Background: an optimization exercise with open tools, aiming at small area. Do not read the settings as production practice. Only simulation tests tie the RTL to the original design; equivalence was not proved. Power figures rest on the tool's default switching activity, not on a simulated workload.

File: flow/flow/run.sh
#!/bin/bash
# The standard layout (standard.sh, unchanged synthesis) with two changes:
#  - the input and output port buffers are the smallest buffer (buf_1);
#  - clock tree synthesis adds no dummy loads.
# Each tool's full output goes to the ORFS logs under orfs/logs; make's own
# output goes to standard.log here.
export BUFFER_PORTS_ARGS="-buffer_cell sky130_fd_sc_hd__buf_1"
export CTS_ARGS="-sink_clustering_enable -repair_clock_nets -sink_clustering_size 25 -sink_clustering_max_diameter 150 -buf_list sky130_fd_sc_hd__clkbuf_16 -dont_use_dummy_load"
bash standard.sh > standard.log 2>&1
File: flow/standard.sh
#!/bin/bash
# synth_recipe.tcl (not shown) runs the flow's synth.tcl, then flattens the netlist and writes it again
# the make line also repeats each setting of config.mk as NAME=value (left out here)
make -C /OpenROAD-flow-scripts/flow DESIGN_CONFIG=/design/flow/config.mk WORK_HOME=/design/flow/orfs CLKGATE_MAP_FILE= SYNTH_SCRIPT=/design/flow/synth_recipe.tcl "${@:-finish}"
File: flow/config.mk
export PLATFORM = sky130hd
export DESIGN_NAME = programmer
export DESIGN_NICKNAME = programmer
export VERILOG_FILES = /design/flow/design.v
export SDC_FILE = /design/flow/constraint.sdc
export NUM_CORES = 4
export LEC_CHECK = 0
export ABC_AREA = 1
export CAP_MARGIN = 20
export CORE_MARGIN = 2
export CORE_UTILIZATION = 70
export CTS_BUF_LIST = sky130_fd_sc_hd__clkbuf_16
export CTS_CLUSTER_DIAMETER = 150
export CTS_CLUSTER_SIZE = 25
export PLACE_DENSITY = 0.8
export SLEW_MARGIN = 20
File: flow/constraint.sdc
create_clock -name core_clock -period 8.0 [get_ports {sys_clk}]
set_input_delay 1.6000 -clock core_clock [delete_from_list [all_inputs] [get_ports {sys_clk}]]
set_output_delay 1.6000 -clock core_clock [all_outputs]
set_load 0.01 [all_outputs]
File: flow/design.v
module programmer (
	input 			sys_clk,
	input 			sys_nrst,
	input 			MISO,
	output			MOSI,
	output			SCK,
	output 			NSS,
	input [15:0] 	command,
	input 			out_fifo_empty,
	input [15:0]	out_fifo_rd_data,
	output			out_fifo_rd_en,
	output reg 		program_done,
	output reg 		verify_done,
	output reg 		program_error,
	output reg 		spi_violation_err,
	output reg 		spi_process_err
);
reg			tx;			 
reg			wt;			 
reg			nss_r;
reg			sck_r;
reg			mosi_r;
reg [7:0]	tm;			 
reg [3:0]	bit_cnt;	 
wire		done = bit_cnt[3] & !tx;	 
reg [7:0]	sh;			 
assign NSS  = nss_r;
assign SCK  = sck_r | nss_r;
assign MOSI = mosi_r;
reg			spi_enable;
reg			spi_wr_req;
reg [4:0]	wp, rp;
wire		fifo_empty = (wp == rp);
wire		fifo_full  = (wp[4] != rp[4]) && (wp[3:0] == rp[3:0]);
wire		fifo_rd_req;
wire		fifo_wr_req;
wire		fifo_rd_en = fifo_rd_req & !fifo_empty;
wire		fifo_wr_en = fifo_wr_req & !fifo_full;
reg			fifo_zero;	 
reg [15:0]	fifo_q;		 
reg [3:0]	cr;			 
reg [2:0]	fst;
reg [2:0]	hs;			 
reg [15:0]	fb;			 
reg [32:0]	rem;		 
reg			ones;		 
reg [15:0]	crc;
reg [3:0]	cnt;		 
reg [4:0]	ncomp;		 
reg [2:0]	kq;			 
reg [21:0]	r0, r1, r2, r3;
reg [1:0]	ph;
reg [1:0]	cidx;		 
reg			pend_dec;	 
reg			is_one;		 
localparam	F_IDLE = 3'd0, F_LOAD = 3'd1, F_CRC = 3'd2, F_READ = 3'd4, F_READW = 3'd5, F_WRITE = 3'd6, F_WRITEW = 3'd7;
wire		out_fifo_rd_req = (fst == F_READW);
assign		out_fifo_rd_en  = out_fifo_rd_req & !out_fifo_empty;
assign		fifo_wr_req     = (fst == F_WRITEW);
localparam	H_W1 = 3'd0, H_W2 = 3'd1, H_W3 = 3'd2, H_CLO = 3'd3, H_CHI = 3'd4, H_CRC = 3'd5, H_DATA = 3'd6;
wire		fifo_sync_rst = (fst == F_READ) && (hs == H_W1);
wire		start_program = (fst == F_CRC) && (hs == H_DATA) && (cnt == 4'd0) && cr[2];
wire		crc_ok   = (crc == fb);
wire		rem_more = !rem[32] && ((|rem[31:3]) || (rem[2:0] == 3'd7));	 
reg [4:0]	ps;			 
reg [1:0]	pre;		 
reg [1:0]	dc;			 
reg [15:0]	pb;			 
localparam	P_IDLE = 5'd0, P_ISCEN = 5'd1, P_ISCST = 5'd2, P_FINIT = 5'd3,
			P_CINIT = 5'd4, P_CSEL = 5'd5, P_CCHK = 5'd6, P_CSTART = 5'd7,
			P_CRDF = 5'd8, P_DRDF = 5'd9, P_CSEND = 5'd10, P_CSET = 5'd11,
			P_DINIT = 5'd12, P_DSCMD = 5'd13, P_DCHKW = 5'd14, P_DCHKR = 5'd15,
			P_DSTW = 5'd16, P_DSTR = 5'd17, P_DSDUM = 5'd18, P_DRDUM = 5'd19,
			P_DRDIG = 5'd20, P_ISCDIS = 5'd22, P_REL = 5'd23,
			P_CRDFW = 5'd24, P_DRDFW = 5'd25;
assign		fifo_rd_req = (ps == P_CRDFW) || (ps == P_DRDFW);
localparam	R_STEP = 2'd0, R_W1 = 2'd1, R_HWS = 2'd2, R_W2 = 2'd3;
wire		spi_free  = !tx & !spi_wr_req;
wire [1:0]	slot3   = 2'd3 - ph;			 
wire		hit_c   = (slot3 == cidx);
wire		hit_w   = (slot3 == kq[1:0] - 1'b1);	 
wire		ring_clr = (hs == H_W1) || (hs == H_W2);	 
wire		ring_wlo = (fst == F_CRC) && (hs == H_CHI) && hit_w;
wire		ring_whi = (fst == F_CRC) && (hs == H_CLO || hs == H_CRC) && (kq != 0) && hit_w;
wire		ring_dec = pend_dec && hit_c;
wire [21:0]	r3_dec  = r3 - 1'b1;
reg [21:0]	ring_in;
always @(*) begin
	ring_in = ring_dec ? r3_dec : r3;
	if (ring_wlo)
		ring_in[15:0] = fb;
	if (ring_whi)
		ring_in[21:16] = fb[5:0];
	if (ring_clr)
		ring_in = 22'b0;
end
reg [127:0]	sa, sb;
reg			wpend;		 
reg			rd_late;	 
wire [3:0]	wp_prev = wp[3:0] - 1'b1;
wire [3:0]	rp_prev = rp[3:0] - 1'b1;
wire		mem_we  = sys_nrst && !fifo_sync_rst && fifo_wr_en;
wire		we_now  = mem_we && (wp[0] ^ ph[0]);
wire		rd_now  = !(rp[0] ^ ph[0]);		 
wire [2:0]	rd_ring = rd_late ? rp_prev[3:1] : rp[3:1];
reg [7:0]	ring_we;
integer		ri;
always @(*) begin
	for (ri = 0; ri < 8; ri = ri + 1)
		ring_we[ri] = (we_now && wp[3:1] == ri) || (wpend && wp_prev[3:1] == ri);
	fifo_q = 16'b0;
	for (ri = 0; ri < 8; ri = ri + 1)
		fifo_q = fifo_q | (sa[ri*16 +: 16] & {16{!fifo_zero && rd_ring == ri}});
end
wire		wait_end  = tm[7] & tm[6] & tm[3];	 
wire		tm_end    = tm[5] & tm[3] & tm[2] & tm[1] & tm[0];	 
wire [7:0]	pb_byte   = rd_late ? fifo_q[7:0] : cnt[0] ? pb[15:8] : pb[7:0];
always @(posedge sys_clk) begin
	if (nss_r) begin
		sck_r <= 1'b1;
		tm <= 0;
		mosi_r <= 0;
		bit_cnt <= 0;
	end
	else begin
		if (bit_cnt[3] & !tx)
			bit_cnt <= 0;
		if (tm_end) begin
			tm <= 0;
			if (tx) begin
				sck_r <= !sck_r;
				if (sck_r)
					mosi_r <= sh[7];
				else begin
					sh <= {sh[6:0], MISO};
					bit_cnt <= bit_cnt + 1'b1;
				end
			end
		end
		else
			tm <= tm + 1'b1;
	end
	if (!sys_nrst) begin
		tx <= 0;
		wt <= 0;
		nss_r <= 1'b1;
		wp <= 0;
		rp <= 0;
		fst <= F_IDLE;
		spi_enable <= 0;
		spi_wr_req <= 0;
		cr <= 0;
		spi_violation_err <= 0;
		spi_process_err <= 0;
		program_error <= 0;
		verify_done <= 0;
		ps <= P_IDLE;
		pre <= R_STEP;
		program_done <= 0;
	end
	else begin
		if (tx) begin
			if (bit_cnt[3]) begin
				tx <= 0;
				wt <= 1'b1;
			end
		end
		else if (wt) begin
			if (spi_enable & spi_wr_req) begin
				wt <= 0;
				tx <= 1'b1;
			end
			else if (!spi_enable)
				wt <= 0;
		end
		else begin
			if (spi_enable) begin
				nss_r <= 0;
				tx <= 1'b1;
			end
			else
				nss_r <= 1'b1;
		end
		if (fifo_sync_rst) begin
			wp <= 0;
			rp <= 0;
		end
		else begin
			if (fifo_wr_en)
				wp <= wp + 1'b1;
			if (fifo_rd_en)
				rp <= rp + 1'b1;
		end
		spi_wr_req <= 0;
		case (fst)
			F_IDLE: begin
				if (cr[3:1] != 0) begin
					hs <= H_W1;
					kq <= 0;
					fifo_zero <= (cr[1:0] != 2'b10);
					crc <= 16'hffff;
					cnt <= 0;
					verify_done <= 0;
					fst <= F_READ;
				end
				else
					cr <= command[3:0];
			end
			F_READ, F_READW: begin
				if (out_fifo_rd_en) begin
					fb <= out_fifo_rd_data;
					fst <= F_LOAD;
				end
				else
					fst <= F_READW;
			end
			F_LOAD: begin
				fst <= F_CRC;
				if (hs[2:1] != 2'b00)
					rem[32:1] <= rem[32:1] - 1'b1;
				case (hs)
					H_W1: begin
						rem[15:0] <= fb;
						ones <= &fb;
						hs <= H_W2;
					end
					H_W2: begin
						rem[32:16] <= {1'b0, fb};
						ones <= ones & (&fb);
						hs <= H_W3;
					end
					H_W3: begin
						ncomp <= fb[4:0];
						hs <= (fb[4:0] == 0) ? H_CRC : H_CLO;
					end
					H_CLO: begin
						if (ncomp > 5'd4) begin
							cr <= 0;
							fst <= F_IDLE;
						end
						else begin
							kq <= kq + 1'b1;
							hs <= H_CHI;
						end
					end
					H_CHI: begin
						hs <= (kq == ncomp[2:0]) ? H_CRC : H_CLO;
					end
					H_CRC: begin
						if (!crc_ok) begin
							cr <= 0;
							fst <= F_IDLE;
						end
						else begin
							hs <= H_DATA;
						end
					end
					default: begin
						if (rem_more) begin
							if (cr[3] | cr[2])
								fst <= F_WRITE;
						end
						else begin
							if (cr[1] & crc_ok & !ones)
								verify_done <= 1'b1;
							cr <= 0;
							fst <= F_IDLE;
						end
					end
				endcase
			end
			F_CRC: begin
				cnt <= cnt + 1'b1;
				if (cnt == 4'd15)
					fst <= F_READ;
				crc <= {1'b0, crc[15:1]} ^ ((crc[0] ^ fb[cnt]) ? 16'h8408 : 16'h0000);
			end
			F_WRITE, F_WRITEW: begin
				if (fifo_wr_en)
					fst <= F_READ;
				else
					fst <= F_WRITEW;
			end
			default: ;
		endcase
		case (pre)
			R_W1, R_W2: begin
				if (wait_end) begin
					tm <= 0;
					pre <= (pre == R_W1) ? R_HWS : R_STEP;
				end
				else
					tm <= tm + 1'b1;
			end
			R_HWS: begin
				if (!spi_enable) begin
					begin	 
						spi_enable <= 1'b1;
						spi_wr_req <= 1'b1;
						sh <= 8'h00;
					end
				end
				else if (done) begin
					spi_enable <= 0;
					if (sh[2] | sh[3]) begin
						spi_violation_err <= sh[2];
						spi_process_err <= sh[3];
						program_error <= 1'b1;
						ps <= P_IDLE;
						pre <= R_STEP;
					end
					else begin
						tm <= 0;
						pre <= (sh[1] & !sh[0]) ? R_W2 : R_W1;
					end
				end
			end
			default: begin
				case (ps)
					P_IDLE: begin
						if (start_program) begin
							program_done <= 0;
							program_error <= 0;
							ps <= P_ISCEN;
							pre <= R_HWS;
						end
					end
					P_ISCEN: begin
						if (!spi_enable) begin
							begin	 
								spi_enable <= 1'b1;
								spi_wr_req <= 1'b1;
								sh <= 8'h0B;
								cnt <= 0;
							end
						end
						else if (done) begin
							if (!cnt[2]) begin
								cnt <= cnt + 1'b1;
								spi_wr_req <= 1'b1;
								sh <= {2'b00, cnt[1] & cnt[0], 1'b0, cnt[1] & cnt[0], 2'b00, cnt[1] ~^ cnt[0]};	 
							end
							else begin
								spi_enable <= 0;
								tm <= 0;
								ps <= P_ISCST;
								pre <= R_W1;
							end
						end
					end
					P_ISCST: begin
						if (!spi_enable) begin
							begin	 
								spi_enable <= 1'b1;
								spi_wr_req <= 1'b1;
								sh <= 8'h01;
							end
						end
						else if (done) begin
							spi_enable <= 0;
							if (sh[0]) begin
								program_error <= 1'b1;
								ps <= P_IDLE;
							end
							else begin
								tm <= 0;
								ps <= P_FINIT;
								pre <= R_W1;
							end
						end
					end
					P_FINIT: begin
						if (!spi_enable) begin
							begin	 
								spi_enable <= 1'b1;
								spi_wr_req <= 1'b1;
								sh <= 8'hAE;
								cnt <= 0;
							end
						end
						else if (done) begin
							if (!cnt[0]) begin
								cnt <= cnt + 1'b1;
								spi_wr_req <= 1'b1;
								sh <= {6'b0, cr[3:2]};
							end
							else begin
								spi_enable <= 0;
								ps <= P_CINIT;
							end
						end
					end
					P_CINIT: begin
						cidx <= 0;
						ps <= P_CCHK;
					end
					P_CSEL: begin
						cidx <= cidx + 1'b1;
						ncomp <= ncomp - 1'b1;
						if (ncomp == 5'd1) begin
							tm <= 0;
							ps <= P_ISCDIS;
							pre <= R_W1;
						end
						else
							ps <= P_CCHK;
					end
					P_CCHK: begin
						tm <= 0;
						ps <= P_CSTART;
						pre <= R_W1;
					end
					P_CSTART: begin
						spi_enable <= 1'b1;
						spi_wr_req <= 1'b1;
						sh <= 8'hEE;
						cnt <= 0;
						ps <= P_CRDF;
					end
					P_CRDF, P_DRDF, P_CRDFW, P_DRDFW: begin
						if (fifo_rd_en) begin
							if (rd_now)
								pb <= fifo_q;
							ps <= ps[0] ? P_DRDIG : P_CSEND;
						end
						else
							ps <= {2'b11, ps[2:0]};
					end
					P_CSEND: begin
						if (spi_free) begin
							spi_wr_req <= 1'b1;
							cnt <= cnt + 1'b1;
							sh <= pb_byte;
							if (cnt[0])
								ps <= (cnt == 4'd15) ? P_CSET : P_CRDF;
						end
					end
					P_CSET: begin
						if (spi_free) begin
							spi_enable <= 0;
							pend_dec <= 1'b1;
							if (is_one) begin
								dc <= 0;
								ps <= P_DINIT;
							end
							else
								ps <= P_CCHK;
						end
					end
					P_DINIT: begin
						cnt <= 0;
						dc <= dc + 1'b1;
						ps <= (dc == 2'd3) ? P_CSEL : P_DCHKW;
					end
					P_DCHKW, P_DCHKR: begin
						tm <= 0;
						ps <= (ps == P_DCHKW) ? P_DSTW : P_DSTR;
						pre <= R_W1;
					end
					P_DSTW, P_DSTR: begin
						spi_enable <= 1'b1;
						spi_wr_req <= 1'b1;
						sh <= (ps == P_DSTW) ? 8'hF2 : 8'h01;
						cnt <= 0;
						ps <= (ps == P_DSTW) ? P_DSCMD : P_DRDUM;
					end
					P_DSCMD: begin
						if (spi_free) begin
							spi_wr_req <= 1'b1;
							sh <= {6'b0, dc};
							ps <= P_DSDUM;
						end
					end
					P_DSDUM: begin
						if (spi_free) begin
							cnt <= cnt + 1'b1;
							if (cnt == 4'd15) begin
								spi_enable <= 0;
								ps <= P_DCHKR;
							end
							else begin
								spi_wr_req <= 1'b1;
								sh <= 8'h00;
							end
						end
					end
					P_DRDUM: begin
						if (spi_free) begin
							spi_wr_req <= 1'b1;
							sh <= 8'h00;
							cnt <= cnt + 1'b1;
							if (dc[1] ? (cnt[2:0] == 3'd0) : (cnt[2:0] == 3'd4)) begin
								cnt <= 0;
								ps <= P_DRDF;
							end
						end
					end
					P_DRDIG: begin
						if (spi_free) begin
							cnt <= cnt + 1'b1;
							if (sh != pb_byte) begin
								spi_enable <= 0;
								program_error <= 1'b1;
								ps <= P_IDLE;
							end
							else if (cnt[0] &&
								((dc == 2'd1 && cnt == 4'd11) ||
								 (dc == 2'd2 && cnt == 4'd15) ||
								 (dc == 2'd3 && cnt == 4'd3))) begin
								spi_enable <= 0;
								ps <= P_DINIT;
							end
							else begin
								spi_wr_req <= 1'b1;
								sh <= 8'h00;
								if (cnt[0])
									ps <= P_DRDF;
							end
						end
					end
					P_ISCDIS, P_REL: begin
						if (!spi_enable) begin
							begin	 
								spi_enable <= 1'b1;
								spi_wr_req <= 1'b1;
								sh <= (ps == P_ISCDIS) ? 8'h0C : 8'h23;
							end
						end
						else if (done) begin
							spi_enable <= 0;
							if (ps == P_ISCDIS) begin
								tm <= 0;
								ps <= P_REL;
								pre <= R_W1;
							end
							else begin
								program_done <= 1'b1;
								ps <= P_IDLE;
							end
						end
					end
					default: ;
				endcase
			end
		endcase
	end
	r1 <= r0;
	r2 <= r1;
	r3 <= r2;
	r0 <= ring_in;
	if (hit_c)
		is_one <= (ring_in == 22'd1);
	if (!sys_nrst)
		ph <= 0;
	else
		ph <= ph + 1'b1;
	if (!sys_nrst || ring_dec)
		pend_dec <= 0;
	sb <= sa;
	for (ri = 0; ri < 8; ri = ri + 1)
		sa[ri*16 +: 16] <= ring_we[ri] ? fb : sb[ri*16 +: 16];
	wpend <= sys_nrst && mem_we && !(wp[0] ^ ph[0]);
	rd_late <= sys_nrst && fifo_rd_en && !rd_now;
	if (rd_late)
		pb <= fifo_q;
end
endmodule
==> key figures, run 1 <==
STA
  • # setup viols final: 0
  • Worst slew margin: 0.333
  • Max Clk Rate: 208 MHz
  • Hold Fails Final Rpt: 0
  • Final Cycle Share: 0.600
  • Unrepaired setup endpoints after global routing: false
  • Max Clock Skew: 56.7 ps
  • Fin Setup TNS: 0 ps
  • Hold_ws: just over 300 ps
  • Setup ws final: 3200 ps
  • Time the worst path needs with I/O delays and setup: 4800 ps
  • Worst-Margin Slew: 997 ps
  • Fin. max-slew vios: 0

Route
  • Residual DRC: 0
  • DR WL/cell: 19.2 um
  • Router iterations before antenna repair: 6
  • Via density: 6.02
  • Vias: 17238
  • DRT iter0 DRCs: 1788
  • Overall routed net length: between 50 and 60 mm
  • Routed Antenna Nets: 0

CTS
  • Post-CTS Resized: 0
  • H-tree levels: 1
  • Clock Pin Slew Worst Setup and Hold Paths: ~90 ps
  • Clk buf depth: 3
  • Num CTS Buffers: 24
  • CTS Hold Bufs: 0
  • Post-CTS Repair Setup Buffers: 0
  • TritonCTS clock tree: done
  • Skew-Pair Late Insertion Delay: 580 ps
  • CTS root buffer: clkbuf_16
  • Clock Sinks: 508

Synthesis
  • Top area cells in the synthesized netlist: dfxtp_1 39%, edfxtp_1 15%, nand2_1 7.5%
  • Synth Net Count: 2532
  • Commonest cells post-synth: 419 x nand2_1, 405 x dfxtp_1, 377 x nor2_1, 244 x inv_1, 198 x a21oi_1
  • Synth Register Bits: 508
  • Count leader, synth: nand2_1
  • Area share of the leading cell type in the synthesized netlist: 0.389
  • Synth warnings: 1
  • Synth area leader: dfxtp_1
  • EDFF count, synth: 103
  • Number of distinct library cells after synthesis: 59
  • Syn Area/Cell: about 8.4 um^2
  • Synth Cell Area: 20800 um^2
  • Ys flop type: dfxtp_1
  • Share of async-settable or async-resettable flops after synthesis: 0
  • Cells after Synth: 2478
  • Register area share after synthesis: 0.538

Setup path
  • Crit end category: register
  • Startpoint types: input port
  • Critical path peak fanout: 28
  • Critical Path AT: roughly 5300 ps
  • Worst EP required: 8470 ps
  • WS Path Type: input port to register

GRT
  • First-pass GRT wire length: 86.4 mm
  • Largest net degree at the start of global routing: 33
  • Gr ovfl total: 0
  • Total GRT Usage: 0.350
  • Initial antenna violation count: 0
  • Vias in the first global route: 16280

Layout
  • Final non-filler cell total: ~2900
  • ANT cells: 0
  • Area Overhead vs Synth: 4.65%
  • Post-route cell area: between 20000 and 25000 um^2
  • Filler Cells Inserted: 2210
  • Fin nets: 2530
  • Share of cells above drive strength 1: 0.0546

Hold path
  • Hold Crit Class: register to register

Floorplan
  • Starting Density: 0.707
  • Die span in y: ~180 um
  • Die area: 31200 um^2
  • Site Rows: 63
  • I/O pins: 45
  • Core ar.: 29500 um^2
  • Die W: between 150 and 200 um

Power and ir drop
  • Static Leak: between 9 and 10 nW
  • Flop pwr share: 0.520
  • Clock share of power: 0.226
  • Pint: 3.78 mW
  • VDD IR max: 0.000218 V
  • Cell Pwr Density: between 200 and 300 nW/um^2
  • Switching component of the power: 1.93 mW
  • Switching Share: 0.338
  • Gate power share: 0.255

Placement
  • DP Area: 21200 um^2
  • HPWL after DPL: 38.7 mm
  • Post-Place Setup Slack: 2690 ps
  • Port Buffers: 32
  • Final RePlAce weighted congestion: between 0.9 and 1
  • Placed cells: roughly 2800

Run
  • MaxCap Viol Count: 0

Run status
  • Status: no timing/DRC/antenna violations
through the flow:
stage | power (mW) | utilization
2_1_floorplan | 4.02 | -
3_3_place_gp | 4.38 | 0.719
3_5_place_dp | 4.42 | 0.719
4_1_cts | 5.67 | 0.740
5_1_grt | 5.98 | 0.740
6_report | 5.71 | 0.740
sequential cells by signal (all words and copies together), names as in the netlist, 5 cells and up:
name / cells
sb: 128
fb: 16
r2: 22
crc: 16
sh: 8
r3: 22
sa: 128
r0: 22
rp: 5
tm: 8
pb: 16
ps: 5
rem: 33
wp: 5
r1: 22
ncomp: 5
worst max-delay path, stage by stage:
cell     delay [ps]
buf_1            70
buf_4           330
inv_1            70
buf_4           230
a21oi_1         680
inv_1           220
nor3_2          500
nand3_1         230
o21ai_2         590
buf_4           350
mux2_2          370
path summary, 6_finish.rpt:
check / slack [ps] / start / cells after the start / end
worst max register to register: 4140 / hs[1]$_SDFFCE_PN0P_ / 11 / sa[41]$_DFF_P_
worst max-delay path: 3200 / sys_nrst / 11 / sa[41]$_DFF_P_
worst min register to register: 310 / sa[109]$_DFF_P_ / 0 / sb[109]$_DFF_P_
worst min-delay path: 310 / sa[109]$_DFF_P_ / 0 / sb[109]$_DFF_P_
routing by layer:
| metal | track usage | vias up | part of all wire | wire length, um |
|---|---|---|---|---|
| li1 | - | 8180 | - | - |
| met1 | 0.472 | 8113 | 0.42 | 22900 |
| met2 | 0.575 | 809 | 0.46 | 25500 |
| met3 | 0.0573 | 136 | 0.081 | 4470 |
| met4 | 0.124 | 0 | 0.036 | 2000 |
| met5 | 0 | - | 0 | 0 |
cell families (layout without fill, tap and decap cells):
group | Yosys count | after routing | synth area share
and+or+nand+nor | 1092 | 1092 | 0.231
adders and majority gates | 18 | 18 | 0.0108
xor gates and xnor gates | 66 | 66 | 0.0277
DFF | 508 | 508 | 0.538
buffers and inverters | 341 | 337 | 0.0661
muxes | 4 | 4 | 0.00216
AOI/OAI and AO/OA | 449 | 449 | 0.125
cells in the final DEF (no fill, tap or decap), drive strengths merged, types with 16 or more instances in the layout:
master,netlist,layout
or2,18,18
nand2,441,441
edfxtp,103,103
clkbuf,45,24
xor2,31,31
nand3,102,102
ha,18,18
dfxtp,405,405
nor3,52,52
nor2,402,402
inv,253,253
buf,33,50
o21ai,139,139
xnor2,35,35
a21oi,198,198
nor4,18,18
nand4,49,49
a22oi,16,16
final cells by class:
type / instances / area [um^2] / share of cell area
Sequential cell: 508 / 11200 / 0.514
Multi-Input combinational cell: 1629 / 8280 / 0.379
Inverter: 263 / 987 / 0.0453
Clock buffer: 24 / 601 / 0.0275
Tap cell: 390 / 488 / 0.0224
Timing Repair Buffer: 50 / 255 / 0.0117
power by group through the flow:
stage                     Clock (mW)  Sequential (mW)  Combinational [mW]
after floorplan                    0             2.93                1.09
after global placement             0             3.01                1.37
after detailed placement           0             3.02                1.41
after CTS                       1.30             2.96                1.42
after global routing            1.38             2.98                1.62
final                           1.29             2.97                1.45
==> inputs of run 2 (changes only) <==
--- a/flow/design.v
+++ b/flow/design.v
@@ -104,7 +104,7 @@
 wire		rd_now  = !(rp[0] ^ ph[0]);		 
 wire [2:0]	rd_ring = rd_late ? rp_prev[3:1] : rp[3:1];
 reg [7:0]	ring_we;
-integer		ri;
+integer		ri, si;
 always @(*) begin
 	for (ri = 0; ri < 8; ri = ri + 1)
 		ring_we[ri] = (we_now && wp[3:1] == ri) || (wpend && wp_prev[3:1] == ri);
@@ -557,8 +557,8 @@
 	if (!sys_nrst || ring_dec)
 		pend_dec <= 0;
 	sb <= sa;
-	for (ri = 0; ri < 8; ri = ri + 1)
-		sa[ri*16 +: 16] <= ring_we[ri] ? fb : sb[ri*16 +: 16];
+	for (si = 0; si < 8; si = si + 1)
+		sa[si*16 +: 16] <= ring_we[si] ? fb : sb[si*16 +: 16];
 	wpend <= sys_nrst && mem_we && !(wp[0] ^ ph[0]);
 	rd_late <= sys_nrst && fifo_rd_en && !rd_now;
 	if (rd_late)
==> key figures, run 2 <==
Placement
  • HPWL after DPL: 38.7 mm (unchanged)
  • Port Buffers: 32 (unchanged)
  • Final RePlAce weighted congestion: 0.939 (unchanged)
  • Post-Place Setup Slack: 2690 ps (unchanged)

CTS
  • Clock Sinks: 508 (unchanged)
  • H-tree levels: 1 (unchanged)
  • Skew-Pair Late Insertion Delay: 580 ps (about the same)
  • Post-CTS Resized: 0 (unchanged)
  • Clock Pin Slew Worst Setup and Hold Paths: 90 ps (about the same)
  • CTS Hold Bufs: 0 (unchanged)
  • CTS root buffer: clkbuf_16
  • Post-CTS Repair Setup Buffers: 0 (unchanged)
  • TritonCTS clock tree: done
  • Num CTS Buffers: 24 (unchanged)
  • Clk buf depth: 3 (unchanged)

Synthesis
  • Synth Net Count: 2532 (unchanged)
  • Area share of the leading cell type in the synthesized netlist: 0.389 (unchanged)
  • Cells after Synth: 2478 (unchanged)
  • Share of async-settable or async-resettable flops after synthesis: 0 (unchanged)
  • XOR/XNOR share of the synthesized area: 0.0277 (unchanged)
  • Synth Cell Area: 20800 um^2 (unchanged)
  • Syn Area/Cell: 8.41 um^2 (unchanged)
  • Synth Area in Simple Gates: 0.231 (unchanged)
  • Combinational family with the most area after synthesis: simple AND/OR/NAND/NOR gates
  • Synth Register Bits: 508 (unchanged)
  • Count leader, synth: nand2_1
  • Ys flop type: dfxtp_1
  • Register area share after synthesis: 0.538 (unchanged)
  • Commonest cells post-synth: 419 x nand2_1, 405 x dfxtp_1, 377 x nor2_1, 244 x inv_1, 198 x a21oi_1
  • Post-Synth Adder-Cell Area: 0.0108 (unchanged)
  • Synth warnings: 1 (unchanged)
  • Number of distinct library cells after synthesis: 59 (unchanged)
  • Post-synthesis mux area share: 0.00216 (unchanged)
  • EDFF count, synth: 103 (unchanged)
  • Synth Area in Compound Gates: 0.125 (unchanged)
  • Synth area leader: dfxtp_1
  • Top area cells in the synthesized netlist: dfxtp_1 39%, edfxtp_1 15%, nand2_1 7.5%

Run
  • MaxCap Viol Count: 0 (unchanged)

Layout
  • Fin nets: 2530 (unchanged)
  • Filler Cells Inserted: 2210 (unchanged)
  • Biggest regs: sa x128, sb x128, rem x33
  • Most frequent cells in the layout: 419 x nand2_1, 405 x dfxtp_1, 376 x nor2_1, 244 x inv_1, 198 x a21oi_1
  • ANT cells: 0 (unchanged)
  • Share of cells above drive strength 1: 0.0546 (unchanged)
  • Most common cell after layout, fill and taps aside: nand2_1
  • Area Overhead vs Synth: 4.65% (unchanged)

Setup path
  • Top Family by Delay on Critical Path: buffers and inverters
  • Critical Path AT: 5280 ps (about the same)
  • WS Path Type: input port to register
  • Worst EP required: 8470 ps (about the same)
  • Bufs and invs on worst path: 6 (unchanged)
  • Startpoint types: input port
  • CP max stage cell: a21oi_1
  • Critical path's most frequent cell: buf_4
  • Cell Chain, Critical Path: buf_1 > buf_4 > inv_1 > buf_4 > a21oi_1 > inv_1 > nor3_2 > nand3_1 > o21ai_2 > buf_4 > mux2_2
  • Critical path peak fanout: 28 (unchanged)
  • CP peak stage delay: 680 ps (about the same)
  • Crit end category: register

STA
  • Setup ws final: 3200 ps (unchanged)
  • Worst slew margin: 0.333 (unchanged)
  • Worst-Margin Slew: 997 ps (unchanged)
  • Fin. max-slew vios: 0 (unchanged)
  • # setup viols final: 0 (unchanged)
  • Unrepaired setup endpoints after global routing: false
  • Fin Setup TNS: 0 ps (unchanged)
  • Max Clk Rate: 208 MHz (unchanged)
  • Final Cycle Share: 0.600 (unchanged)
  • Hold Fails Final Rpt: 0 (unchanged)
  • Time the worst path needs with I/O delays and setup: 4800 ps (unchanged)
  • Max Clock Skew: 56.7 ps (unchanged)

GRT
  • Vias in the first global route: 16280 (unchanged)
  • Total GRT Usage: 0.350 (unchanged)
  • Gr ovfl total: 0 (unchanged)
  • First-pass GRT wire length: 86.4 mm (unchanged)
  • Initial antenna violation count: 0 (unchanged)
  • Largest net degree at the start of global routing: 33 (unchanged)

Power and ir drop
  • Cell Pwr Density: 262 nW/um^2 (unchanged)
  • Gate power share: 0.255 (about the same)
  • Flop pwr share: 0.520 (about the same)
  • Pwr Total: 5.71 mW (unchanged)
  • Switching component of the power: 1.93 mW (unchanged)
  • Pint: 3.78 mW (unchanged)
  • Clock share of power: 0.226 (about the same)
  • VDD IR max: 0.000218 V (unchanged)
  • Static Leak: 9.22 nW (unchanged)
  • Switching Share: 0.338 (unchanged)

Floorplan
  • Die area: 31200 um^2 (unchanged)
  • Die span in y: 177 um (unchanged)
  • Core ar.: 29500 um^2 (unchanged)
  • Die W: 177 um (unchanged)
  • Starting Density: 0.707 (unchanged)
  • I/O pins: 45 (unchanged)
  • Site Rows: 63 (unchanged)

Route
  • Routed Antenna Nets: 0 (unchanged)
  • Router iterations before antenna repair: 6 (unchanged)
  • Vias: 17238 (unchanged)
  • Residual DRC: 0 (unchanged)
  • Via density: 6.02 (unchanged)
  • Overall routed net length: 54.9 mm (unchanged)
  • DRT iter0 DRCs: 1788 (unchanged)
  • DR WL/cell: 19.2 um (unchanged)

Run status
  • Status: no timing/DRC/antenna violations

Hold path
  • Hold Crit Class: register to register
-- run 2: cell counts after synthesis --
No cell type changed its count.
-- run 2: stage by stage --
step / utilization / instances / hold WS, ps / area [um^2]
global route: 0.740 / 2864 / 305 / 21800
floorplan: - / 2478 / 310 / 20800
detailed placement: 0.719 / 2840 / 312 / 21200
finish: 0.740 / 2864 / 308 / 21800
global placement: 0.719 / 2840 / 310 / 21200
CTS: 0.740 / 2864 / 311 / 21800
-- run 2: cell families after synthesis --
kind of cell | after synthesis
xor gates and xnor gates | 66
AOI/OAI and AO/OA | 449
muxes | 4
and+or+nand+nor | 1092
DFF | 508
buffers and inverters | 341
adders and majority gates | 18
-- run 2: final cells by class --
class                           instances  area (um^2)  area share
Clock buffer                           24          601      0.0275
Inverter                              263          987      0.0453
Multi-Input combinational cell       1629         8280       0.379
Sequential cell                       508        11200       0.514
Tap cell                              390          488      0.0224
Timing Repair Buffer                   50          255      0.0117
-- run 2: worst paths after layout --
kind	end	slack, ps	startpoint	cells after the start
setup / recovery	sa[41]$_DFF_P_	3200	sys_nrst	11
hold / removal	sb[109]$_DFF_P_	310	sa[109]$_DFF_P_	0
setup reg to reg	sa[41]$_DFF_P_	4140	hs[1]$_SDFFCE_PN0P_	11
hold reg to reg	sb[109]$_DFF_P_	310	sa[109]$_DFF_P_	0
-- run 2: layer usage --
| layer | wire [um] | vias up | GRT usage |
|---|---|---|---|
| met5 | 0 | - | 0 |
| met1 | 22900 | 8113 | 0.472 |
| met2 | 25500 | 809 | 0.575 |
| met3 | 4470 | 136 | 0.0573 |
| li1 | - | 8180 | - |
| met4 | 2000 | 0 | 0.124 |
-- run 2: power groups by stage --
| stage | combinational [mW] | clock [mW] | sequential, mW |
|---|---|---|---|
| 6_report | 1.45 | 1.29 | 2.97 |
| 5_1_grt | 1.62 | 1.38 | 2.98 |
| 4_1_cts | 1.42 | 1.30 | 2.96 |
| 3_5_place_dp | 1.41 | 0 | 3.02 |
| 3_3_place_gp | 1.37 | 0 | 3.01 |
| 2_1_floorplan | 1.09 | 0 | 2.93 |
==> inputs of run 3 (changes only) <==
==> flow/flow/run.sh (replaced) <==
#!/bin/bash
# The standard layout (standard.sh, with its standard synthesis) with
# these changes:
#  - after the standard synthesis, the logic between the registers is mapped
#    again for area by ABC (remap.ys / remap.abc); the registers are kept
#    as the standard synthesis made them (same instances, names, cell types);
#  - the input and output port buffers are the smallest buffer (buf_1);
#  - clock tree synthesis adds no dummy loads.
# Logs: standard_synth.log, remap.log, standard.log here; ORFS's own logs
# under orfs/logs.
set -euo pipefail
export BUFFER_PORTS_ARGS="-buffer_cell sky130_fd_sc_hd__buf_1"
export CTS_ARGS="-sink_clustering_enable -repair_clock_nets -sink_clustering_size 25 -sink_clustering_max_diameter 150 -buf_list sky130_fd_sc_hd__clkbuf_16 -dont_use_dummy_load"

bash standard.sh synth > standard_synth.log 2>&1

RES=orfs/results/${FLOW_PLATFORM}/programmer/base
LIB=${FLOW_HOME}/platforms/${FLOW_PLATFORM}/lib/sky130_fd_sc_hd__tt_025C_1v80.lib
YOSYS=yosys
if [ -x "${FLOW_HOME}/../tools/install/yosys/bin/yosys" ]; then
  YOSYS="${FLOW_HOME}/../tools/install/yosys/bin/yosys"
fi
DONTUSE=""
for c in $(sed -n '/^export DONT_USE_CELLS/,/^$/p' ${FLOW_HOME}/platforms/${FLOW_PLATFORM}/config.mk | tr -d '\\' | tr ' ' '\n' | grep '^sky130'); do
  DONTUSE="$DONTUSE -dont_use $c"
done
cp ${RES}/1_2_yosys.v standard_1_2_yosys.v
sed -e "s#LIBFILE#${LIB}#g" -e "s#NETLIST_IN#$(pwd)/standard_1_2_yosys.v#" \
    -e "s#NETLIST_OUT#$(pwd)/remapped_1_2_yosys.v#" -e "s#ABCSCRIPT#$(pwd)/flow/remap.abc#" \
    -e "s#DONTUSE#${DONTUSE}#" flow/remap.ys > remap_run.ys
"${YOSYS}" -s remap_run.ys > remap.log 2>&1
cp remapped_1_2_yosys.v ${RES}/1_2_yosys.v
touch ${RES}/1_2_yosys.v
rm -f ${RES}/1_synth.odb ${RES}/1_synth.sdc

bash standard.sh > standard.log 2>&1
==> flow/flow/remap.abc (new file) <==
strash
dch
map -a
topo
dnsize
==> flow/flow/remap.ys (new file) <==
# Re-map the standard synthesis's logic between its registers for area.
# The registers (dfxtp / edfxtp instances) are kept as they are, with their
# names and cell types; only the combinational cells are mapped again.
read_liberty -ignore_miss_func -ignore_miss_dir LIBFILE
read_verilog NETLIST_IN
hierarchy -top programmer
blackbox sky130_fd_sc_hd__dfxtp_1 sky130_fd_sc_hd__edfxtp_1
setattr -set keep 1 t:sky130_fd_sc_hd__dfxtp_1 t:sky130_fd_sc_hd__edfxtp_1
flatten
opt -purge
abc -liberty LIBFILE DONTUSE -script ABCSCRIPT
opt -purge
stat -liberty LIBFILE
write_verilog -noattr -nohex -nodec NETLIST_OUT
==> key figures, run 3 <==
Run status
  • Status: no timing/DRC/antenna violations

Setup path
  • Top Family by Delay on Critical Path: simple AND/OR/NAND/NOR gates
  • Worst EP required: 8400 ps (-70 ps)
  • Critical path peak fanout: 19 (-32%)
  • Critical path's most frequent cell: clkinv_1
  • Cell Chain, Critical Path: clkinv_1 > nor3_1 > xor2_1 > clkinv_1 > nor2_1 > clkinv_1 > nor2_1 > buf_4 > a22oi_1 > nand4_1 > o21ai_0 > xor2_1 > nand4_1 > nor4_1 > nand2_1 > clkinv_1 > o21ai_0 > nand2_1 > clkinv_1 > nand2_1 > clkinv_1 > o21ai_0 > a311oi_1
  • Bufs and invs on worst path: 7 (+1)
  • Crit end category: register
  • CP peak stage delay: 580 ps (-100 ps)
  • WS Path Type: register to register
  • Startpoint types: register
  • Critical Path AT: 6060 ps (+780 ps)
  • CP max stage cell: nor4_1

STA
  • Time the worst path needs with I/O delays and setup: 5660 ps (+852 ps)
  • Final Cycle Share: 0.707 (+0.107)
  • Worst-Margin Slew: 1040 ps (+41.2 ps)
  • Fin. max-slew vios: 0 (unchanged)
  • Max Clock Skew: 66.3 ps (+9.65 ps)
  • Worst slew margin: 0.306 (-0.0276)
  • Unrepaired setup endpoints after global routing: false
  • Hold_ws: 320 ps (+11.7 ps)
  • Hold Fails Final Rpt: 0 (unchanged)
  • Fin Setup TNS: 0 ps (unchanged)
  • Max Clk Rate: 177 MHz (-15%)
  • # setup viols final: 0 (unchanged)

Power and ir drop
  • Cell Pwr Density: 276 nW/um^2 (+5.4%)
  • Static Leak: 7.51 nW (-19%)
  • Pwr Total: 5.56 mW (-2.6%)
  • VDD IR max: 0.000219 V (+0.12%)

Route
  • DRT iter0 DRCs: 2042 (+14%)
  • Residual DRC: 0 (unchanged)
  • Vias: 15892 (-7.8%)
  • Router iterations before antenna repair: 6 (unchanged)
  • DR WL/cell: 20.3 um (+5.9%)
  • Via density: 6.29 (+4.6%)
  • Overall routed net length: 51.2 mm (-6.7%)
  • Routed Antenna Nets: 0 (unchanged)

CTS
  • CTS Hold Bufs: 0 (unchanged)
  • CTS root buffer: clkbuf_16
  • Clk buf depth: 3 (unchanged)
  • Clock Pin Slew Worst Setup and Hold Paths: 100 ps (about the same)
  • Num CTS Buffers: 24 (unchanged)
  • Clock Sinks: 508 (unchanged)
  • Post-CTS Repair Setup Buffers: 0 (unchanged)
  • Skew-Pair Late Insertion Delay: 590 ps (about the same)
  • TritonCTS clock tree: done
  • H-tree levels: 1 (unchanged)
  • Post-CTS Resized: 0 (unchanged)

Placement
  • Final RePlAce weighted congestion: 0.971 (+3.4%)
  • HPWL after DPL: 35.7 mm (-7.8%)
  • Port Buffers: 32 (unchanged)

Floorplan
  • Die W: 168 um (-4.8%)
  • Starting Density: 0.707 (about the same)
  • I/O pins: 45 (unchanged)
  • Die span in y: 168 um (-4.8%)
  • Site Rows: 60 (-4.8%)
  • Core ar.: 26700 um^2 (-9.6%)
  • Die area: 28200 um^2 (-9.4%)

Layout
  • Area Overhead vs Synth: 6.99%
  • Most common cell after layout, fill and taps aside: dfxtp_1
  • Share of cells above drive strength 1: 0.0284 (-0.0262)
  • Fin nets: 2222 (-12%)
  • Most frequent cells in the layout: 405 x dfxtp_1, 323 x nor2_1, 291 x nand2_1, 246 x clkinv_1, 218 x o21ai_0
  • Layout Utilization: 0.756 (+0.0163)
  • ANT cells: 0 (unchanged)
  • Biggest regs: sa x128, sb x128, rem x33

Synthesis
  • Synth Net Count: 2144 (-15%)
  • Syn Area/Cell: 8.93 um^2 (+6.2%)
  • Cells after Synth: 2108 (-15%)
  • Synth Cell Area: 18800 um^2 (-9.6%)
  • Synth warnings: 1 (unchanged)

GRT
  • Gr ovfl total: 0 (unchanged)
  • First-pass GRT wire length: 81.4 mm (-5.8%)
  • Initial antenna violation count: 0 (unchanged)
  • Largest net degree at the start of global routing: 33 (unchanged)
  • Vias in the first global route: 15333 (-5.8%)
  • Total GRT Usage: 0.363 (+0.0124)

Run
  • MaxCap Viol Count: 0 (unchanged)

Hold path
  • Hold Crit Class: register to register
-- run 3: cell count changes in the layout (fill, tap and decap cells not counted), moves of 15 or more --
cell | previous run | this run
a21oi_1 | 198 | 135
ha_1 | 18 | 0
o21ai_0 | 131 | 218
nand4_1 | 49 | 33
nor2_4 | 15 | 0
a31oi_1 | 8 | 43
nand2_1 | 419 | 291
xnor2_1 | 35 | 11
inv_1 | 244 | 0
clkinv_1 | 10 | 246
a22oi_1 | 16 | 61
nand3_1 | 95 | 33
nor2_1 | 376 | 323
nand2_2 | 18 | 1
-- run 3: worst register-to-register path: stages, from the launching register on --
cell and delay, ps:
dfxtp_1 350, clkinv_1 390, nor3_1 430, xor2_1 290
clkinv_1 100, nor2_1 200, clkinv_1 180, nor2_1 560
buf_4 360, a22oi_1 130, nand4_1 180, o21ai_0 250
xor2_1 240, nand4_1 130, nor4_1 580, nand2_1 220
clkinv_1 120, o21ai_0 70, nand2_1 130, clkinv_1 110
nand2_1 70, clkinv_1 130, o21ai_0 170, a311oi_1 60
-- run 3: final cells by class --
cell class	count	area (um^2)
inverter	246	923
sequential	508	11200
timing repair buffer	52	270
multi-input combinational	1354	6730
fill	1912	6500
tap	341	427
clock buffer	24	601
-- run 3: path summary, 6_finish.rpt --
check	slack (ps)	endpoint	cells past startpoint	start
worst max-delay path	2340	ps[1]$_SDFFE_PN0P_	23	rd_late$_DFF_P_
worst min-delay path	320	sb[30]$_DFF_P_	0	sa[30]$_DFF_P_
worst max register to register	2340	ps[1]$_SDFFE_PN0P_	23	rd_late$_DFF_P_
worst min register to register	320	sb[30]$_DFF_P_	0	sa[30]$_DFF_P_
-- run 3: routing by layer --
| layer | vias to the layer above | track usage | part of all wire |
|---|---|---|---|
| li1 | 7417 | - | - |
| met1 | 7445 | 0.500 | 0.41 |
| met2 | 878 | 0.595 | 0.46 |
| met3 | 152 | 0.0517 | 0.10 |
| met4 | 0 | 0.121 | 0.036 |
| met5 | - | 0 | 0 |
-- run 3: report_power, final --
part	total [mW]	internal (mW)	switching [mW]
sequential	2.97	2.81	0.166
combinational	1.29	0.386	0.906
clock	1.30	0.536	0.760
total	5.56	3.73	1.83
-- run 3: per-stage QoR --
step | setup slack, ps | std cells | instance area (um^2)
after global routing | 1910 | 2525 | 20100
after detailed placement | 2610 | 2501 | 19500
final | 2340 | 2525 | 20100
after CTS | 2530 | 2525 | 20100
after floorplan | 3960 | 2108 | 18800
after global placement | 2710 | 2501 | 19500
==> inputs of run 4 (changes only) <==
==> flow/flow/remap.abc (replaced) <==
strash
dch -f
amap
strash
dch -f
amap
strash
dch -f
amap
strash
dch -f
amap
strash
dch -f
amap
strash
dch -f
amap
topo
dnsize
==> key figures, run 4 <==
Run status
  • Status: no timing/DRC/antenna violations

CTS
  • Clock Sinks: 508 (unchanged)
  • CTS root buffer: clkbuf_16
  • Post-CTS Resized: 0 (unchanged)
  • TritonCTS clock tree: done
  • H-tree levels: 1 (unchanged)
  • Skew-Pair Late Insertion Delay: 590 ps (about the same)
  • CTS Hold Bufs: 0 (unchanged)
  • Num CTS Buffers: 24 (unchanged)
  • Clk buf depth: 3 (unchanged)
  • Post-CTS Repair Setup Buffers: 0 (unchanged)
  • Clock Pin Slew Worst Setup and Hold Paths: 100 ps (about the same)

Hold path
  • Hold path endpoint: sb[66]$_DFF_P_
  • Hold Crit Class: register to register
  • Hold Path Stages: 0 (unchanged)
  • Hold_sp: sa[66]$_DFF_P_

Synthesis
  • Cells after Synth: 1853 (-12%)
  • Syn Area/Cell: 9.80 um^2 (+9.7%)
  • Synth warnings: 1 (unchanged)
  • Synth Net Count: 1889 (-12%)
  • Synth Cell Area: 18200 um^2 (-3.6%)

Setup path
  • Bufs and invs on worst path: 5 (-2)
  • Crit end category: register
  • Critical path peak fanout: 16 (-3)
  • Worst r2r path cells: 24 (+4.3%)
  • Startpoint types: register
  • Worst reg-to-reg setup slack: 1480 ps (-860 ps)
  • Worst EP required: 8390 ps (about the same)
  • Critical Path AT: 6910 ps (+850 ps)
  • WS Path Type: register to register
  • Reg-to-Reg Start: rd_late$_DFF_P_
  • Critical R2R Capture: sh[5]$_DFF_P_
  • CP peak stage delay: 830 ps (+250 ps)
  • Cell Chain, Critical Path: clkinv_1 > nor2_1 > clkinv_1 > o22ai_1 > clkinv_1 > nor3_4 > a22o_1 > a221oi_1 > nand2_1 > o32ai_1 > a221oi_1 > o21ai_0 > a2111oi_0 > nor4b_1 > buf_4 > nand2_1 > a21oi_1 > nor2b_1 > clkinv_1 > nor3_1 > o21a_1 > nor2_1 > a2111oi_0 > o22ai_1
  • Critical path's most frequent cell: clkinv_1
  • CP max stage cell: nor3_4
  • Top Family by Delay on Critical Path: compound AO/OA/AOI/OAI gates
  • Levels on crit path: 24 (+4.3%)

STA
  • Max Clk Rate: 153 MHz (-13%)
  • # setup viols final: 0 (unchanged)
  • Hold_ws: 310 ps (-9.24 ps)
  • Fin Setup TNS: 0 ps (unchanged)
  • Worst slew margin: 0.327 (+0.0215)
  • Hold Fails Final Rpt: 0 (unchanged)
  • Unrepaired setup endpoints after global routing: false
  • Final Cycle Share: 0.815 (+0.108)
  • Setup ws final: 1480 ps (-864 ps)
  • Worst-Margin Slew: 1010 ps (-31.7 ps)
  • Max Clock Skew: 71.1 ps (+4.82 ps)
  • Time the worst path needs with I/O delays and setup: 6520 ps (+864 ps)
  • Fin. max-slew vios: 0 (unchanged)

Floorplan
  • Die span in y: 165 um (-1.8%)
  • I/O pins: 45 (unchanged)
  • Core ar.: 25300 um^2 (-5.0%)
  • Starting Density: 0.717 (+0.0104)
  • Site Rows: 58 (-3.3%)
  • Die W: 165 um (-1.8%)
  • Die area: 27200 um^2 (-3.5%)

Route
  • Via density: 6.71 (+6.6%)
  • Vias: 15206 (-4.3%)
  • Router iterations before antenna repair: 6 (unchanged)
  • Routed Antenna Nets: 0 (unchanged)
  • Overall routed net length: 50.6 mm (-1.2%)
  • DRT iter0 DRCs: 1903 (-6.8%)
  • Residual DRC: 0 (unchanged)
  • DR WL/cell: 22.3 um (+10%)

Placement
  • Post-Place Setup Slack: 1770 ps (-842 ps)
  • HPWL after DPL: 34.3 mm (-4.0%)
  • Final RePlAce weighted congestion: 0.975 (+0.39%)
  • Port Buffers: 32 (unchanged)

GRT
  • Initial antenna violation count: 1 (+1)
  • Gr ovfl total: 0 (unchanged)
  • Vias in the first global route: 14831 (-3.3%)
  • Largest net degree at the start of global routing: 33 (unchanged)
  • First-pass GRT wire length: 78.3 mm (-3.7%)
  • Total GRT Usage: 0.370 (+0.00768)

Layout
  • Area Overhead vs Synth: 7.80%
  • Most common cell after layout, fill and taps aside: dfxtp_1
  • Share of cells above drive strength 1: 0.0341 (+0.00570)
  • Register area: 11200 um^2 (unchanged)
  • Biggest regs: sa x128, sb x128, rem x33
  • Most frequent cells in the layout: 405 x dfxtp_1, 333 x nor2_1, 186 x a21oi_1, 160 x clkinv_1, 109 x nand2_1
  • Area of the multi-input gates: 6440 um^2 (-4.3%)
  • Filler Cells Inserted: 1635 (-14%)
  • Fin nets: 1974 (-11%)
  • ANT cells: 0 (unchanged)

Power and ir drop
  • Cell Pwr Density: 273 nW/um^2 (-1.2%)
  • VDD IR max: 0.000285 V (+30%)
  • Static Leak: 6.96 nW (-7.4%)
  • Pwr Total: 5.34 mW (-4.0%)

Run
  • MaxCap Viol Count: 0 (unchanged)
run 4: changes by cell type in the layout (fill, tap and decap cells not counted), moves of 21 or more:
cell / previous run / this run
nand2_1: 291 / 109
nor2b_1: 0 / 32
a221oi_1: 13 / 34
xor2_1: 21 / 0
a21oi_1: 135 / 186
nand4_1: 33 / 12
or2_0: 0 / 25
a22oi_1: 61 / 19
o21ai_0: 218 / 64
o22ai_1: 11 / 63
clkinv_1: 246 / 160
run 4: stage by stage:
step	cell area, um^2	cells	utilization
after floorplan	18200	1853	-
after global placement	19000	2242	0.749
after detailed placement	19000	2242	0.749
after CTS	19600	2266	0.773
after global routing	19600	2266	0.773
final	19600	2266	0.773
run 4: worst reg2reg max path, cell delays in order (launching register included):
cell and delay, ps:
dfxtp_1 520, clkinv_1 340, nor2_1 260, clkinv_1 110, o22ai_1 580, clkinv_1 330
nor3_4 830, a22o_1 280, a221oi_1 50, nand2_1 100, o32ai_1 120, a221oi_1 310
o21ai_0 120, a2111oi_0 280, nor4b_1 350, buf_4 230, nand2_1 60, a21oi_1 190
nor2b_1 210, clkinv_1 130, nor3_1 330, o21a_1 180, nor2_1 30, a2111oi_0 310
o22ai_1 120
run 4: how the worst max path moves through the flow:
stage                               start            end  slack (ps)
after floorplan           rd_late$_DFF_P_  sh[5]$_DFF_P_        2550
after global placement    rd_late$_DFF_P_  sh[5]$_DFF_P_        1950
after detailed placement  rd_late$_DFF_P_  sh[5]$_DFF_P_        1770
after CTS                 rd_late$_DFF_P_  sh[5]$_DFF_P_        1660
after global routing      rd_late$_DFF_P_  sh[6]$_DFF_P_         860
final                     rd_late$_DFF_P_  sh[5]$_DFF_P_        1480
run 4: cell type report:
class,count,share of cell area
repair buffers,59,0.0165
multi-input cells,1185,0.329
flip-flops and latches,508,0.572
inverters,160,0.0307
clock buffers,24,0.0307
well taps,330,0.0211
run 4: power by group:
group          internal [mW]  switching, mW  leakage, nW
Combinational          0.344          0.755         2.34
Sequential              2.81          0.138         4.32
Clock                  0.537          0.752        0.296
run 4: routing by layer:
| layer | up-vias | global-route usage | routed length, um |
|---|---|---|---|
| li1 | 6895 | - | - |
| met1 | 7250 | 0.477 | 19400 |
| met2 | 881 | 0.624 | 24200 |
| met3 | 178 | 0.0532 | 4550 |
| met4 | 2 | 0.169 | 2440 |
| met5 | - | 0 | 8 |
==> inputs of run 5 (changes only) <==
--- a/flow/flow/remap.abc
+++ b/flow/flow/remap.abc
@@ -1,3 +1,15 @@
+strash
+dch -f
+amap
+strash
+dch -f
+amap
+strash
+dch -f
+amap
+strash
+dch -f
+amap
 strash
 dch -f
 amap
==> key figures, run 5 <==
Layout
  • Fin nets: 1947 (-1.4%)
  • Final non-filler cell total: 2240 (-1.1%)
  • Most frequent cells in the layout: 405 x dfxtp_1, 330 x nor2_1, 192 x a21oi_1, 155 x clkinv_1, 103 x edfxtp_1
  • Biggest regs: sa x128, sb x128, rem x33
  • Area of the multi-input gates: 6320 um^2 (-1.9%)
  • Register area: 11200 um^2 (unchanged)
  • Filler Cells Inserted: 1653 (+1.1%)
  • Most common cell after layout, fill and taps aside: dfxtp_1
  • Area Overhead vs Synth: 7.95%
  • Share of cells above drive strength 1: 0.0356 (+0.00153)

STA
  • Final Cycle Share: 0.798 (-0.0170)
  • Fin Setup TNS: 0 ps (unchanged)
  • # setup viols final: 0 (unchanged)
  • Max Clk Rate: 157 MHz (+2.1%)
  • Time the worst path needs with I/O delays and setup: 6380 ps (-136 ps)
  • Max Clock Skew: 65.0 ps (-6.10 ps)
  • Worst slew margin: 0.310 (-0.0167)
  • Fin. max-slew vios: 0 (unchanged)
  • Unrepaired setup endpoints after global routing: false
  • Hold Fails Final Rpt: 0 (unchanged)
  • Hold_ws: 282 ps (-28.4 ps)
  • Worst-Margin Slew: 1030 ps (+20.4 ps)

Route
  • Vias: 14967 (-1.6%)
  • Via density: 6.68 (-0.43%)
  • Residual DRC: 0 (unchanged)
  • Routed Antenna Nets: 0 (unchanged)
  • Overall routed net length: 49.9 mm (-1.3%)
  • Router iterations before antenna repair: 6 (unchanged)
  • DRT iter0 DRCs: 1840 (-3.3%)
  • DR WL/cell: 22.3 um (-0.12%)

GRT
  • Largest net degree at the start of global routing: 33 (unchanged)
  • Total GRT Usage: 0.373 (+0.00261)
  • Vias in the first global route: 14619 (-1.4%)
  • Gr ovfl total: 0 (unchanged)
  • Initial antenna violation count: 1 (unchanged)
  • First-pass GRT wire length: 78.3 mm (about the same)

CTS
  • H-tree levels: 1 (unchanged)
  • TritonCTS clock tree: done
  • CTS root buffer: clkbuf_16
  • Clock Sinks: 508 (unchanged)
  • Post-CTS Resized: 0 (unchanged)
  • CTS Hold Bufs: 0 (unchanged)
  • Clock Pin Slew Worst Setup and Hold Paths: 110 ps (about the same)
  • Skew-Pair Late Insertion Delay: 570 ps (-20 ps)
  • Post-CTS Repair Setup Buffers: 0 (unchanged)
  • Clk buf depth: 3 (unchanged)
  • Num CTS Buffers: 24 (unchanged)

Setup path
  • CP max stage cell: a2111oi_1
  • WS Path Type: register to register
  • Worst EP required: 8420 ps (+30 ps)
  • Critical path peak fanout: 16 (unchanged)
  • Top Family by Delay on Critical Path: compound AO/OA/AOI/OAI gates
  • CP peak stage delay: 770 ps (-60 ps)
  • Worst r2r path cells: 25 (+4.2%)
  • Worst reg-to-reg setup slack: 1620 ps (+140 ps)
  • Critical Path AT: 6810 ps (-100 ps)
  • Critical path's most frequent cell: nor2_1
  • Crit end category: register
  • Critical R2R Capture: spi_process_err$_SDFFE_PN0P_
  • Startpoint types: register
  • Bufs and invs on worst path: 3 (-2)
  • Reg-to-Reg Start: rd_late$_DFF_P_

Floorplan
  • Site Rows: 58 (unchanged)
  • Die span in y: 164 um (-0.35%)
  • Die area: 27100 um^2 (-0.71%)
  • Core ar.: 25300 um^2 (-0.29%)
  • I/O pins: 45 (unchanged)
  • Die W: 164 um (-0.35%)
  • Starting Density: 0.714 (-0.00319)

Hold path
  • Hold Path Stages: 0 (unchanged)
  • Hold path endpoint: r1[11]$_DFF_P_
  • Hold Crit Class: register to register
  • Hold_sp: r0[11]$_DFF_P_

Synthesis
  • Synth Net Count: 1859 (-1.6%)
  • Cells after Synth: 1823 (-1.6%)
  • Syn Area/Cell: 9.89 um^2 (+0.90%)
  • Synth Cell Area: 18000 um^2 (-0.73%)
  • Synth warnings: 1 (unchanged)

Power and ir drop
  • Pint: 3.71 mW (+0.52%)
  • VDD IR max: 0.000329 V (+16%)
  • Cell Pwr Density: 276 nW/um^2 (+1.4%)
  • Clock share of power: 0.239 (-0.002)
  • Static Leak: 6.89 nW (-0.99%)
  • Flop pwr share: 0.550 (-0.003)
  • Switching component of the power: 1.67 mW (+1.4%)
  • Gate power share: 0.211 (+0.005)
  • Switching Share: 0.310 (+0.00194)

Placement
  • HPWL after DPL: 33.3 mm (-2.8%)
  • Port Buffers: 32 (unchanged)
  • Placed cells: 2215 (-1.2%)
  • Final RePlAce weighted congestion: 0.978 (+0.32%)

Run status
  • Status: no timing/DRC/antenna violations

Run
  • MaxCap Viol Count: 0 (unchanged)
[run 5: worst max path at each step]
stage / slack, ps / from / endpoint / cells past startpoint
2_1_floorplan: 2310 / kq[0]$_SDFFCE_PN0P_ / is_one$_DFFE_PN_ / 16
3_5_place_dp: 1730 / rd_late$_DFF_P_ / spi_process_err$_SDFFE_PN0P_ / 22
3_3_place_gp: 1920 / rd_late$_DFF_P_ / ps[1]$_SDFFE_PN0P_ / 22
5_1_grt: 690 / rem[1]$_DFFE_PP_ / rem[31]$_DFFE_PP_ / 36
6_report: 1620 / rd_late$_DFF_P_ / spi_process_err$_SDFFE_PN0P_ / 25
4_1_cts: 1600 / rd_late$_DFF_P_ / spi_process_err$_SDFFE_PN0P_ / 25
[run 5: final cells by class]
class | instances | area share
flip-flops and latches | 508 | 0.576
clock buffers | 24 | 0.0309
repair buffers | 62 | 0.0177
well taps | 330 | 0.0212
multi-input cells | 1160 | 0.325
inverters | 155 | 0.0299
diodes | 1 | 0.000129
[run 5: power by group through the flow]
stage / registers, mW / clock network [mW] / logic (mW)
final: 2.96 / 1.29 / 1.13
after global routing: 2.98 / 1.36 / 1.25
after CTS: 2.95 / 1.28 / 1.10
after detailed placement: 3.01 / 0 / 1.09
after global placement: 3.00 / 0 / 1.07
after floorplan: 2.97 / 0 / 0.780
[run 5: per-layer routing]
metal	vias to the layer above	track usage	share of wire
li1	6826	-	-
met1	7057	0.494	0.39
met2	870	0.607	0.46
met3	214	0.0530	0.091
met4	0	0.183	0.053
met5	-	0	0
[run 5: per-stage QoR]
stage | setup slack (ps) | util | power [mW] | instance area (um^2)
floorplan | 2310 | - | 3.75 | 18000
global placement | 1920 | 0.747 | 4.07 | 18900
detailed placement | 1730 | 0.747 | 4.10 | 18900
CTS | 1600 | 0.770 | 5.34 | 19500
global route | 695 | 0.771 | 5.59 | 19500
finish | 1620 | 0.771 | 5.38 | 19500
==> inputs of run 6 (changes only) <==
--- a/flow/flow/remap.abc
+++ b/flow/flow/remap.abc
@@ -1,3 +1,7 @@
+strash
+&get -n
+&deepsyn -T 30
+&put
 strash
 dch -f
 amap
==> key figures, run 6 <==
Power and ir drop
  • Static Leak: 6.64 nW (-3.5%)
  • Pwr Total: 4.94 mW (-8.2%)
  • Cell Pwr Density: 262 nW/um^2 (-5.3%)
  • VDD IR max: 0.000199 V (-40%)

STA
  • Hold Fails Final Rpt: 0 (unchanged)
  • Fin Setup TNS: 0 ps (unchanged)
  • Setup ws final: 1560 ps (-52.0 ps)
  • Unrepaired setup endpoints after global routing: false
  • Fin. max-slew vios: 0 (unchanged)
  • # setup viols final: 0 (unchanged)
  • Time the worst path needs with I/O delays and setup: 6440 ps (+52.0 ps)
  • Max Clk Rate: 155 MHz (-0.81%)
  • Final Cycle Share: 0.805 (+0.00650)
  • Max Clock Skew: 68.7 ps (+3.66 ps)
  • Worst-Margin Slew: 994 ps (-32.1 ps)
  • Worst slew margin: 0.335 (+0.0245)

Route
  • Vias: 14027 (-6.3%)
  • DR WL/cell: 21.7 um (-2.8%)
  • Residual DRC: 0 (unchanged)
  • Overall routed net length: 46.2 mm (-7.4%)
  • Routed Antenna Nets: 0 (unchanged)
  • DRT iter0 DRCs: 1806 (-1.8%)
  • Router iterations before antenna repair: 8 (+2)
  • Via density: 6.58 (-1.6%)

CTS
  • CTS root buffer: clkbuf_16
  • Clock Sinks: 508 (unchanged)
  • TritonCTS clock tree: done
  • H-tree levels: 1 (unchanged)
  • Post-CTS Resized: 0 (unchanged)
  • Clock Pin Slew Worst Setup and Hold Paths: 110 ps (about the same)
  • Clk buf depth: 3 (unchanged)
  • Skew-Pair Late Insertion Delay: 580 ps (about the same)
  • CTS Hold Bufs: 0 (unchanged)
  • Num CTS Buffers: 24 (unchanged)
  • Post-CTS Repair Setup Buffers: 0 (unchanged)

Floorplan
  • Die area: 26200 um^2 (-3.0%)
  • Core ar.: 24400 um^2 (-3.4%)
  • Site Rows: 57 (-1.7%)
  • Die W: 162 um (-1.5%)
  • I/O pins: 45 (unchanged)
  • Die span in y: 162 um (-1.5%)
  • Starting Density: 0.716 (+0.00264)

GRT
  • Initial antenna violation count: 0 (-1)
  • Gr ovfl total: 0 (unchanged)
  • Largest net degree at the start of global routing: 33 (unchanged)
  • Total GRT Usage: 0.351 (-0.0219)
  • First-pass GRT wire length: 72.2 mm (-7.8%)
  • Vias in the first global route: 13563 (-7.2%)

Layout
  • Biggest regs: sa x128, sb x128, rem x33
  • Area of the multi-input gates: 5770 um^2 (-8.7%)
  • Final non-filler cell total: 2133 (-4.8%)
  • Fin nets: 1847 (-5.1%)
  • Register area: 11200 um^2 (unchanged)
  • Post-route cell area: 18900 um^2 (-3.0%)
  • ANT cells: 0 (-1)
  • Share of cells above drive strength 1: 0.0332 (-0.00245)
  • Filler Cells Inserted: 1648 (-0.30%)
  • Most common cell after layout, fill and taps aside: dfxtp_1
  • Most frequent cells in the layout: 405 x dfxtp_1, 314 x nor2_1, 193 x a21oi_1, 164 x clkinv_1, 103 x edfxtp_1
  • Area Overhead vs Synth: 7.98% (about the same)

Setup path
  • Worst EP required: 8270 ps (-150 ps)
  • Critical Path AT: 6710 ps (-100 ps)
  • Worst r2r path cells: 15 (-40%)
  • Crit end category: register
  • Reg-to-Reg Start: fst[2]$_SDFFE_PN0P_
  • Startpoint types: register
  • Worst reg-to-reg setup slack: 1560 ps (-50 ps)
  • Critical R2R Capture: is_one$_DFFE_PN_
  • WS Path Type: register to register
  • Critical path peak fanout: 18 (+2)

Synthesis
  • Synth Net Count: 1768 (-4.9%)
  • Synth warnings: 1 (unchanged)
  • Cells after Synth: 1732 (-5.0%)
  • Syn Area/Cell: 10.1 um^2 (+2.0%)
  • Synth Cell Area: 17500 um^2 (-3.1%)

Placement
  • Final RePlAce weighted congestion: 0.978 (about the same)
  • Post-Place Setup Slack: 1750 ps (+28.0 ps)
  • Port Buffers: 32 (unchanged)
  • Placed cells: 2109 (-4.8%)
  • DP Area: 18300 um^2 (-3.1%)
  • HPWL after DPL: 30.6 mm (-8.2%)

Hold path
  • Hold_sp: sa[5]$_DFF_P_
  • Hold Path Stages: 0 (unchanged)
  • Hold path endpoint: sb[5]$_DFF_P_
  • Hold Crit Class: register to register

Run status
  • Status: no timing/DRC/antenna violations

Run
  • MaxCap Viol Count: 0 (unchanged)
## run 6: worst max path at each step
stage / from / to / cells past startpoint
floorplan: rem[1]$_DFFE_PP_ / rem[32]$_SDFFCE_PP0P_ / 31
global placement: fst[2]$_SDFFE_PN0P_ / is_one$_DFFE_PN_ / 15
detailed placement: fst[2]$_SDFFE_PN0P_ / is_one$_DFFE_PN_ / 15
CTS: fst[2]$_SDFFE_PN0P_ / is_one$_DFFE_PN_ / 15
global route: rem[1]$_DFFE_PP_ / rem[32]$_SDFFCE_PP0P_ / 32
finish: fst[2]$_SDFFE_PN0P_ / is_one$_DFFE_PN_ / 15
## run 6: area by class of cell
class                   count  share of cell area
flip-flops and latches    508               0.594
multi-input cells        1060               0.306
repair buffers             53              0.0147
clock buffers              24              0.0318
well taps                 324              0.0215
inverters                 164              0.0326
## run 6: layer usage
metal	wire, um	track usage	up-vias
li1	-	-	6443
met1	18300	0.472	6632
met2	21400	0.567	787
met3	4230	0.0495	165
met4	2340	0.169	0
met5	0	0	-
## run 6: per-stage QoR
step	hold slack [ps]	util
global route	320	0.774
CTS	308	0.774
finish	312	0.774
global placement	310	0.749
detailed placement	312	0.749
floorplan	310	-
## run 6: worst max-delay path, stage by stage (launching register included)
cell      delay (ps)
dfxtp_1          390
nor2_1           200
nand2_1          390
a211oi_1         290
o21ai_0          160
or3_1            620
nand2_1          500
o22ai_1          200
nor3_1           210
nand2_1           70
or4_1            520
or4_1            530
or4_1            520
or4_1            550
or4_1            530
nor4_1           500
## run 6: report_power, final
group	total [mW]	switching, mW	internal [mW]	leakage, nW
logic	0.695	0.476	0.219	2.03
registers	2.96	0.131	2.83	4.32
clock network	1.28	0.747	0.536	0.296
total	4.94	1.35	3.58	6.64

-- separate check: timing with driven ports --
How much do the figures lean on ideal ports? The routed layouts below were timed once more, with nothing changed but the port constraints. Step 1 assumes that a clkbuf_16 drives the clock port and a buf_2 every other input. Step 2 times the ports against the registers' clock, not the clock port: input delays grow and output delays shrink by t, the midpoint of the rising clock arrivals with the driver on. Slacks: no drivers / after step 1 / after step 2; pairs: no drivers / after step 1.
run	t (ns)	setup WS [ns]	pins driven straight from the clock port
run 1	0.609	3.197 / 3.226 / 2.617	1
run 2	0.609	3.197 / 3.226 / 2.617	1
run 3	0.607	2.344 / 2.344 / 2.344	1
run 4	0.603	1.480 / 1.480 / 1.480	1
run 5	0.597	1.616 / 1.616 / 1.616	1
run 6	0.600	1.564 / 1.564 / 1.564	1
After both steps setup and hold are still met in every run listed.
